Context: an optimization exercise on an open-source flow, tuned for small area. The choices shown serve that exercise and are no tape-out recipe.
RTL that was checked went through simulation tests only; none was proved equivalent to the original.
Power is estimated from default activity; no workload was simulated.

== JK ==
// BlackJack
module BlackJack(
	inclk0,
	i_Reset,
	i_Stay,
	i_Hit,
	o_Win,
	o_Lose,
	o_Tie,
	o_Hit_P,
	o_Hit_D,
	o_Stay_P,
	o_Stay_D,
	o_HitDeb,
	o_HitNE,
	o_StayDeb,
	o_StayNE,
	DealerHndDisplayD,
	DealerHndDisplayU,
	PlayerHndDisplayD,
	PlayerHndDisplayU
);
==> flow/config.mk <==
export PLATFORM = sky130hd
export DESIGN_NAME = BlackJack
export DESIGN_NICKNAME = BlackJack
export VERILOG_FILES = /design/flow/design.v
export SDC_FILE = /design/flow/constraint.sdc
export NUM_CORES = 4
export LEC_CHECK = 0
export ABC_AREA = 1
export CAP_MARGIN = 20
export CORE_MARGIN = 2
export CORE_UTILIZATION = 40
export GPL_TIMING_DRIVEN = 0
export PLACE_DENSITY = 0.6
export SLEW_MARGIN = 20
==> flow/constraint.sdc <==
create_clock -name core_clock -period 10.0 [get_ports {inclk0}]
set_input_delay 2.0000 -clock core_clock [delete_from_list [all_inputs] [get_ports {inclk0}]]
set_output_delay 2.0000 -clock core_clock [all_outputs]
set_load 0.01 [all_outputs]
standard.sh (not shown) runs the stock make flow with config.mk's settings and CLKGATE_MAP_FILE= SYNTH_SCRIPT=/design/flow/synth_recipe.tcl, a recipe that flattens the netlist after the stock synthesis.
==> flow/flow/run.sh <==
#!/bin/bash
# Own flow: the standard layout, except that the combinational logic of the
# standard synthesis is mapped again with a stronger ABC script for area.
# The registers of the standard synthesis (names and cell types) are kept
# as they are: they are black boxes while ABC runs.
set -uo pipefail
W=$(pwd)
R=$W/orfs/results/$FLOW_PLATFORM/BlackJack/base
LIB=$FLOW_HOME/platforms/sky130hd/lib/sky130_fd_sc_hd__tt_025C_1v80.lib
YOSYS=$FLOW_HOME/../tools/install/yosys/bin/yosys
[ -x "$YOSYS" ] || YOSYS=yosys

# 1. standard synthesis
bash standard.sh synth > $W/log_1_standard_synth.txt 2>&1 || exit 1
cp -p $R/1_2_yosys.v $W/std_1_2_yosys.v

# 2. map the combinational logic again
DONT_USE="sky130_fd_sc_hd__lpflow_bleeder_1 sky130_fd_sc_hd__lpflow_clkbufkapwr_1 sky130_fd_sc_hd__lpflow_clkbufkapwr_16 sky130_fd_sc_hd__lpflow_clkbufkapwr_2 sky130_fd_sc_hd__lpflow_clkbufkapwr_4 sky130_fd_sc_hd__lpflow_clkbufkapwr_8 sky130_fd_sc_hd__lpflow_clkinvkapwr_1 sky130_fd_sc_hd__lpflow_clkinvkapwr_16 sky130_fd_sc_hd__lpflow_clkinvkapwr_2 sky130_fd_sc_hd__lpflow_clkinvkapwr_4 sky130_fd_sc_hd__lpflow_clkinvkapwr_8 sky130_fd_sc_hd__lpflow_decapkapwr_12 sky130_fd_sc_hd__lpflow_decapkapwr_3 sky130_fd_sc_hd__lpflow_decapkapwr_4 sky130_fd_sc_hd__lpflow_decapkapwr_6 sky130_fd_sc_hd__lpflow_decapkapwr_8 sky130_fd_sc_hd__lpflow_inputiso0n_1 sky130_fd_sc_hd__lpflow_inputiso0p_1 sky130_fd_sc_hd__lpflow_inputiso1n_1 sky130_fd_sc_hd__lpflow_inputiso1p_1 sky130_fd_sc_hd__lpflow_inputisolatch_1 sky130_fd_sc_hd__lpflow_isobufsrc_1 sky130_fd_sc_hd__lpflow_isobufsrc_16 sky130_fd_sc_hd__lpflow_isobufsrc_2 sky130_fd_sc_hd__lpflow_isobufsrc_4 sky130_fd_sc_hd__lpflow_isobufsrc_8 sky130_fd_sc_hd__lpflow_isobufsrckapwr_16 sky130_fd_sc_hd__lpflow_lsbuf_lh_hl_isowell_tap_1 sky130_fd_sc_hd__lpflow_lsbuf_lh_hl_isowell_tap_2 sky130_fd_sc_hd__lpflow_lsbuf_lh_hl_isowell_tap_4 sky130_fd_sc_hd__lpflow_lsbuf_lh_isowell_4 sky130_fd_sc_hd__lpflow_lsbuf_lh_isowell_tap_1 sky130_fd_sc_hd__lpflow_lsbuf_lh_isowell_tap_2 sky130_fd_sc_hd__lpflow_lsbuf_lh_isowell_tap_4 sky130_fd_sc_hd__probe_p_8 sky130_fd_sc_hd__probec_p_8 "
DU=""
for c in $DONT_USE; do DU="$DU -dont_use $c"; done
grep -oE '^ *sky130_fd_sc_hd__[a-z0-9]*dfx?[a-z]*_[0-9]+ +[^ ]+' $W/std_1_2_yosys.v | sed 's/^ *//' | sort > $W/regs_std.txt
# four ABC runs with different random seeds, in parallel; the smallest is used
for k in 1 2 3 4; do
cat > $W/remap_$k.abc <<EOT
strash; &get -n; &deepsyn -S $k -T 30; &put; &get -n; &dch -f; &nf -R 1000; &put
EOT
cat > $W/remap_$k.ys <<EOT
read_liberty -ignore_miss_func $LIB
read_verilog $W/std_1_2_yosys.v
hierarchy -top $FLOW_TOP
setattr -mod -set blackbox 1 sky130_fd_sc_hd__dfxtp_1 sky130_fd_sc_hd__edfxtp_1 sky130_fd_sc_hd__dfrtp_1 sky130_fd_sc_hd__dfstp_1
flatten
opt -purge
abc -liberty $LIB $DU -script $W/remap_$k.abc
opt_clean -purge
insbuf -buf sky130_fd_sc_hd__buf_4 A X
hilomap -singleton -hicell sky130_fd_sc_hd__conb_1 HI -locell sky130_fd_sc_hd__conb_1 LO
stat -liberty $LIB
write_verilog -noattr -nohex -nodec $W/remap_${k}_1_2_yosys.v
EOT
$YOSYS -l $W/log_2_remap_$k.txt $W/remap_$k.ys > /dev/null 2>&1 &
done
wait
ok=0; best=""; barea=""
for k in 1 2 3 4; do
  [ -s $W/remap_${k}_1_2_yosys.v ] || continue
  # the registers must be the same instances with the same cell types
  grep -oE '^ *sky130_fd_sc_hd__[a-z0-9]*dfx?[a-z]*_[0-9]+ +[^ ]+' $W/remap_${k}_1_2_yosys.v | sed 's/^ *//' | sort > $W/regs_remap_$k.txt
  [ -s $W/regs_std.txt ] && cmp -s $W/regs_std.txt $W/regs_remap_$k.txt || continue
  a=$(grep 'Chip area' $W/log_2_remap_$k.txt | tail -1 | awk '{print $NF}')
  [ -n "$a" ] || continue
  if [ -z "$barea" ] || awk -v x=$a -v y=$barea 'BEGIN{exit !(x<y)}'; then best=$k; barea=$a; fi
done
[ -n "$best" ] && ok=1
echo "remap used: $ok (run $best, area $barea)" | tee $W/log_2_remap_result.txt
if [ $ok = 1 ]; then
  cp $W/remap_${best}_1_2_yosys.v $R/1_2_yosys.v
  rm -f $R/1_synth.odb $R/1_synth.sdc
fi

# 3. the rest of the standard layout
# clock tree: small buffers, no dummy loads; ports buffered with buf_1
CTS="-sink_clustering_enable -repair_clock_nets -dont_use_dummy_load -buf_list {sky130_fd_sc_hd__clkbuf_4 sky130_fd_sc_hd__clkbuf_8}"
bash standard.sh "CTS_ARGS=$CTS" "BUFFER_PORTS_ARGS=-buffer_cell sky130_fd_sc_hd__buf_1" finish > $W/log_3_standard_layout.txt 2>&1
## Diff of input files: MS against JK
diff --git a/flow/design.v b/flow/design.v
--- a/flow/design.v
+++ b/flow/design.v
@@ -366,15 +366,15 @@
 end
 wire [5:0] na_t = na_i + na_s;
 wire [5:0] j = (na_t >= 6'd52) ? na_t - 6'd52 : na_t;
 function [3:0] mod13(input [5:0] p);
     mod13 = (p >= 6'd39) ? p - 6'd39 : (p >= 6'd26) ? p - 6'd26 : (p >= 6'd13) ? p - 6'd13 : p;
 endfunction
 function [5:0] stepP(input [5:0] p, input skip);
-    stepP = skip ? p : (p == tr_i) ? j : (p == j) ? tr_i : p;
+    stepP = skip ? p : (p == tr_i) ? j : (~isA & (p == j)) ? tr_i : p;
 endfunction
 reg [5:0] p0n, p1n, p2n;
 always @(*)
     case (round)
         3'd0:    begin p0n = 6'd47; p1n = 6'd48; p2n = 6'd49; end
         3'd1:    begin p0n = 6'd50; p1n = 6'd51; p2n = 6'd51; end
         default: begin p0n = 6'd0;  p1n = 6'd3;  p2n = 6'd4;  end
@@ -426,41 +426,40 @@
                 pos0 <= p0n; pos1 <= p1n; pos2 <= p2n;
             end
             else
             begin
                 tr_run <= 1'b0; tr_i <= 6'd47;
             end
         end
-        else if (isA)
-        begin
-            tr_A <= 1'b1;
-            case (tr_i[1:0])
-                2'd0:    if (pos0 == 6'd0) begin pos0 <= j; skipI <= 1'b1; end
-                2'd1:    if (pos1 == 6'd1) begin pos1 <= j; skipI <= 1'b1; end
-                default: if (pos2 == 6'd2) begin pos2 <= j; skipI <= 1'b1; end
-            endcase
-        end
         else
         begin
             pos0 <= stepP(pos0, skipI & (tr_i == 6'd0));
             if (round != 3'd5)
             begin
                 pos1 <= stepP(pos1, skipI & (tr_i == 6'd1));
                 pos2 <= stepP(pos2, skipI & (tr_i == 6'd2));
             end
-            tr_i <= tr_i - 6'd1;
-            tr_A <= 1'b0; skipI <= 1'b0;
+            if (isA)
+            begin
+                tr_A <= 1'b1;
+                skipI <= (pos0 == tr_i) | (pos1 == tr_i) | (pos2 == tr_i);
+            end
+            else
+            begin
+                tr_i <= tr_i - 6'd1;
+                tr_A <= 1'b0; skipI <= 1'b0;
+            end
         end
     end
     else if (fwd)
         tr_i <= tr_i + 6'd1;
     if (wb & ((round == 3'd0) | (round == 3'd4))) begin R0 <= m0; R1 <= m1; R2 <= m2; end
     if (wb & (round == 3'd1)) begin R47 <= m0; R48 <= m1; R49 <= m2; end
     if (wb & (round == 3'd2)) begin R50 <= m0; R51 <= m1; end
-    if (fwd & (j != tr_i))
+    if (fwd)    
     begin
         case (j)
             6'd0:  R0  <= fsrc;
             6'd1:  R1  <= fsrc;
             6'd2:  R2  <= fsrc;
             6'd48: R48 <= fsrc;
             6'd49: R49 <= fsrc;
Findings:
- Summary: with JK as the reference, routed length on met2 in MS moved down slightly.
- Diff JK -> MS: relative area change from synthesis to final layout went down; die span in x moved down.
- For MS, the critical path startpoint was tr_i[2]$_DFFE_PP_, unlike JK, where it was tr_i[4]$_DFFE_PP_.
- Delta (MS minus JK): combinational power shows a reduction of about 7%; proportion of power drawn by flip-flops and latches now larger.

* * *

BlackJack, a different RTL version from the one above (not shown whole).
Size: about 43 I/O pins.
export LEC_CHECK = 0
export ABC_AREA = 1
export CAP_MARGIN = 20
export CORE_MARGIN = 2
export CORE_UTILIZATION = 40
export CTS_BUF_LIST = sky130_fd_sc_hd__clkbuf_4 sky130_fd_sc_hd__clkbuf_8
export PLACE_DENSITY = 0.6
export SLEW_MARGIN = 20
create_clock -name core_clock -period 10.0 [get_ports {inclk0}]
==> flow/flow/run.sh <==
#!/bin/bash
# Own flow: the standard layout, except that the combinational logic of the
# standard synthesis is mapped again with a stronger ABC script for area.
# The registers of the standard synthesis (names and cell types) are kept
# as they are: they are black boxes while ABC runs.
set -uo pipefail
W=$(pwd)
R=$W/orfs/results/$FLOW_PLATFORM/BlackJack/base
LIB=$FLOW_HOME/platforms/sky130hd/lib/sky130_fd_sc_hd__tt_025C_1v80.lib
YOSYS=$FLOW_HOME/../tools/install/yosys/bin/yosys
[ -x "$YOSYS" ] || YOSYS=yosys

# 1. standard synthesis
bash standard.sh synth > $W/log_1_standard_synth.txt 2>&1 || exit 1
cp -p $R/1_2_yosys.v $W/std_1_2_yosys.v

# 2. map the combinational logic again
DONT_USE="sky130_fd_sc_hd__lpflow_bleeder_1 sky130_fd_sc_hd__lpflow_clkbufkapwr_1 sky130_fd_sc_hd__lpflow_clkbufkapwr_16 sky130_fd_sc_hd__lpflow_clkbufkapwr_2 sky130_fd_sc_hd__lpflow_clkbufkapwr_4 sky130_fd_sc_hd__lpflow_clkbufkapwr_8 sky130_fd_sc_hd__lpflow_clkinvkapwr_1 sky130_fd_sc_hd__lpflow_clkinvkapwr_16 sky130_fd_sc_hd__lpflow_clkinvkapwr_2 sky130_fd_sc_hd__lpflow_clkinvkapwr_4 sky130_fd_sc_hd__lpflow_clkinvkapwr_8 sky130_fd_sc_hd__lpflow_decapkapwr_12 sky130_fd_sc_hd__lpflow_decapkapwr_3 sky130_fd_sc_hd__lpflow_decapkapwr_4 sky130_fd_sc_hd__lpflow_decapkapwr_6 sky130_fd_sc_hd__lpflow_decapkapwr_8 sky130_fd_sc_hd__lpflow_inputiso0n_1 sky130_fd_sc_hd__lpflow_inputiso0p_1 sky130_fd_sc_hd__lpflow_inputiso1n_1 sky130_fd_sc_hd__lpflow_inputiso1p_1 sky130_fd_sc_hd__lpflow_inputisolatch_1 sky130_fd_sc_hd__lpflow_isobufsrc_1 sky130_fd_sc_hd__lpflow_isobufsrc_16 sky130_fd_sc_hd__lpflow_isobufsrc_2 sky130_fd_sc_hd__lpflow_isobufsrc_4 sky130_fd_sc_hd__lpflow_isobufsrc_8 sky130_fd_sc_hd__lpflow_isobufsrckapwr_16 sky130_fd_sc_hd__lpflow_lsbuf_lh_hl_isowell_tap_1 sky130_fd_sc_hd__lpflow_lsbuf_lh_hl_isowell_tap_2 sky130_fd_sc_hd__lpflow_lsbuf_lh_hl_isowell_tap_4 sky130_fd_sc_hd__lpflow_lsbuf_lh_isowell_4 sky130_fd_sc_hd__lpflow_lsbuf_lh_isowell_tap_1 sky130_fd_sc_hd__lpflow_lsbuf_lh_isowell_tap_2 sky130_fd_sc_hd__lpflow_lsbuf_lh_isowell_tap_4 sky130_fd_sc_hd__probe_p_8 sky130_fd_sc_hd__probec_p_8 "
DU=""
for c in $DONT_USE; do DU="$DU -dont_use $c"; done
cat > $W/remap.abc <<'EOT'
strash; &get -n; &deepsyn -T 20; &put; &get -n; &dch -f; &nf -R 1000; &put
EOT
cat > $W/remap.ys <<EOT
read_liberty -ignore_miss_func $LIB
read_verilog $W/std_1_2_yosys.v
hierarchy -top $FLOW_TOP
setattr -mod -set blackbox 1 sky130_fd_sc_hd__dfxtp_1 sky130_fd_sc_hd__edfxtp_1 sky130_fd_sc_hd__dfrtp_1 sky130_fd_sc_hd__dfstp_1
flatten
opt -purge
abc -liberty $LIB $DU -script $W/remap.abc
opt_clean -purge
insbuf -buf sky130_fd_sc_hd__buf_4 A X
hilomap -singleton -hicell sky130_fd_sc_hd__conb_1 HI -locell sky130_fd_sc_hd__conb_1 LO
stat -liberty $LIB
write_verilog -noattr -nohex -nodec $W/remap_1_2_yosys.v
EOT
ok=0
if $YOSYS -l $W/log_2_remap.txt $W/remap.ys > /dev/null 2>&1; then
  # the registers must be the same instances with the same cell types
  grep -oE '^ *sky130_fd_sc_hd__[a-z0-9]*dfx?[a-z]*_[0-9]+ +[^ ]+' $W/std_1_2_yosys.v | sed 's/^ *//' | sort > $W/regs_std.txt
  grep -oE '^ *sky130_fd_sc_hd__[a-z0-9]*dfx?[a-z]*_[0-9]+ +[^ ]+' $W/remap_1_2_yosys.v | sed 's/^ *//' | sort > $W/regs_remap.txt
  if [ -s $W/regs_std.txt ] && cmp -s $W/regs_std.txt $W/regs_remap.txt; then ok=1; fi
fi
echo "remap used: $ok" | tee $W/log_2_remap_result.txt
if [ $ok = 1 ]; then
  cp $W/remap_1_2_yosys.v $R/1_2_yosys.v
  rm -f $R/1_synth.odb $R/1_synth.sdc
fi

# 3. the rest of the standard layout
bash standard.sh > $W/log_3_standard_layout.txt 2>&1
Change:
--- a/flow/design.v
+++ b/flow/design.v
@@ -292,25 +292,38 @@
 reg [2:0] round;           
 reg [5:0] tr_i;
 reg tr_A;
 reg skipI;
 reg [5:0] pos0, pos1, pos2;
 reg [3:0] R0, R1, R2, R47, R48, R49, R50, R51;
 wire early = active & ResetNE & (F >= 11'sd55);
 wire isA = wmode & (tr_i <= 6'd2) & ~tr_A;
 wire stepB = tr_run & (tr_i != 6'd63) & ~isA;
 wire [11:0] c_tr = (wmode & ~F[10]) ? {1'b0, F} : seed;
 assign Shuffled = wmode ? (F == -11'sd520) : (F == -11'sd5);
-wire fwd = ~wmode & c_Shuffle & ((F == 11'sd42) | (F == 11'sd31) | (F == 11'sd20) | (F == 11'sd9) | (F == -11'sd2));
-wire [5:0] na_i = tr_i;
-wire [11:0] c = c_tr;    
+reg fwd;
+reg [5:0] i_fwd;
+always @(*)
+begin
+    fwd = ~wmode & c_Shuffle;
+    case (F)
+        11'sd43: i_fwd = 6'd47;
+        11'sd32: i_fwd = 6'd48;
+        11'sd21: i_fwd = 6'd49;
+        11'sd10: i_fwd = 6'd50;
+        -11'sd1: i_fwd = 6'd51;
+        default: begin i_fwd = 6'd51; fwd = 1'b0; end
+    endcase
+end
+wire [5:0] na_i = fwd ? i_fwd : tr_i;
+wire [11:0] c = fwd ? cnt : c_tr;    
 reg [5:0] na_s;
 always @(*)
 begin
     case (na_i)
             6'd0: na_s = {c[0], c[1], c[2], c[3], c[4], c[5]};
             6'd1: na_s = {c[1], c[2], c[6], c[7], c[8], c[9]};
             6'd2: na_s = {c[0], c[3], c[4], c[5], c[6], c[10]};
             6'd3: na_s = {c[1], c[2], c[3], c[4], c[7], c[8]};
             6'd4: na_s = {c[0], c[3], c[5], c[6], c[9], c[10]};
             6'd5: na_s = {c[1], c[2], c[3], c[4], c[5], c[7]};
             6'd6: na_s = {c[0], c[3], c[6], c[8], c[9], c[10]};
@@ -371,45 +384,45 @@
     stepP = skip ? p : (p == tr_i) ? j : (p == j) ? tr_i : p;
 endfunction
 reg [5:0] p0n, p1n, p2n;
 always @(*)
     case (round)
         3'd0:    begin p0n = 6'd47; p1n = 6'd48; p2n = 6'd49; end
         3'd1:    begin p0n = 6'd50; p1n = 6'd51; p2n = 6'd51; end
         default: begin p0n = 6'd0;  p1n = 6'd3;  p2n = 6'd4;  end
     endcase
 reg [3:0] fsrc;
 always @(*)
-    case (tr_i[2:0])
-        3'd7:    fsrc = R47;
-        3'd0:    fsrc = R48;
-        3'd1:    fsrc = R49;
-        3'd2:    fsrc = R50;
+    case (F)
+        11'sd43: fsrc = R47;
+        11'sd32: fsrc = R48;
+        11'sd21: fsrc = R49;
+        11'sd10: fsrc = R50;
         default: fsrc = R51;
     endcase
 wire [3:0] m0 = mod13(pos0), m1 = mod13(pos1), m2 = mod13(pos2);
 wire wb = tr_run & (tr_i == 6'd63);
 always @(posedge clk)
 begin
     if (ResetPE)
         F <= 11'sd568;
     else if (tr_run & wmode)
     begin
         if (isA)
             F <= F + 11'sd3;
         else if (stepB)
             F <= F - (((tr_i != 6'd0) & (tr_i <= 6'd3)) ? 11'sd14 : 11'sd11);
     end
     else if (active & ~early)
         F <= F - 11'sd1;
-    if (ResetPE | (active & ~wmode & ~early))
+    if (ResetPE)
         seed <= cnt;
     if (ResetPE | early)
     begin
         tr_run <= 1'b1; wmode <= early; round <= early ? 3'd4 : 3'd0;
         tr_i <= early ? 6'd51 : 6'd46;
         tr_A <= 1'b0; skipI <= 1'b0;
         pos0 <= 6'd0; pos1 <= 6'd1; pos2 <= 6'd2;
     end
     else if (~active & deal)
     begin
         tr_run <= 1'b1; wmode <= 1'b0; round <= 3'd5; tr_i <= 6'd51;
@@ -418,53 +431,49 @@
     end
     else if (tr_run)
     begin
         if (wb)
         begin
             if (round <= 3'd2)
             begin
                 round <= round + 3'd1; tr_i <= (round == 3'd2) ? 6'd51 : 6'd46;
                 pos0 <= p0n; pos1 <= p1n; pos2 <= p2n;
             end
             else
-            begin
-                tr_run <= 1'b0; tr_i <= 6'd47;
-            end
+                tr_run <= 1'b0;
         end
         else if (isA)
         begin
             tr_A <= 1'b1;
             case (tr_i[1:0])
                 2'd0:    if (pos0 == 6'd0) begin pos0 <= j; skipI <= 1'b1; end
                 2'd1:    if (pos1 == 6'd1) begin pos1 <= j; skipI <= 1'b1; end
                 default: if (pos2 == 6'd2) begin pos2 <= j; skipI <= 1'b1; end
             endcase
         end
         else
         begin
             pos0 <= stepP(pos0, skipI & (tr_i == 6'd0));
             if (round != 3'd5)
             begin
                 pos1 <= stepP(pos1, skipI & (tr_i == 6'd1));
                 pos2 <= stepP(pos2, skipI & (tr_i == 6'd2));
             end
             tr_i <= tr_i - 6'd1;
             tr_A <= 1'b0; skipI <= 1'b0;
         end
     end
-    else if (fwd)
-        tr_i <= tr_i + 6'd1;
     if (wb & ((round == 3'd0) | (round == 3'd4))) begin R0 <= m0; R1 <= m1; R2 <= m2; end
     if (wb & (round == 3'd1)) begin R47 <= m0; R48 <= m1; R49 <= m2; end
     if (wb & (round == 3'd2)) begin R50 <= m0; R51 <= m1; end
-    if (fwd & (j != tr_i))
+    if (fwd & (j != i_fwd))
     begin
         case (j)
             6'd0:  R0  <= fsrc;
             6'd1:  R1  <= fsrc;
             6'd2:  R2  <= fsrc;
             6'd48: R48 <= fsrc;
             6'd49: R49 <= fsrc;
             6'd50: R50 <= fsrc;
             6'd51: R51 <= fsrc;
             default: ;
         endcase
Global-route usage grows by 1.0 points.
Clock power barely changes.
Wire length grows by 9.3%.
Total power shrinks by 9.4%.
Final area grows by 1.1%.
Count of clock-buffer cells in the layout grows by 1.
Fmax shrinks by 22%.
Cell count grows by 1.5%.
Sequential cell count is unchanged.
Combinational power shrinks by 16%.
Non-clock buffer count grows by 8.
No functional check of the RTL was part of the second run of this note.

-- port drivers added, routing unchanged --
How much do the figures lean on ideal ports? The routed layouts below were timed once more, with nothing changed but the port constraints. Step 1 sets driving cells, clkbuf_16 on the clock port and buf_2 on the other inputs (assumed; they add their load-dependent delay and slew). Step 2, shift: input delay + t, output delay - t, t = (earliest + latest rising clock arrival at the registers) / 2. This alone moves slack from input paths to output paths. Slacks: ideal / step 1 / step 2; pairs: ideal / step 1.
run	t, ns	setup slack, ns	clock arrival spread, ns
JK	0.471	0.695 / 0.695 / 0.695	0.042 / 0.041
MS	0.485	0.713 / 0.713 / 0.713	0.050 / 0.050
the first run of note 2	0.491	2.895 / 2.895 / 2.895	0.017 / 0.017
the second run of note 2	0.499	0.869 / 0.869 / 0.869	0.020 / 0.020
After both steps setup and hold are still met in every run listed.
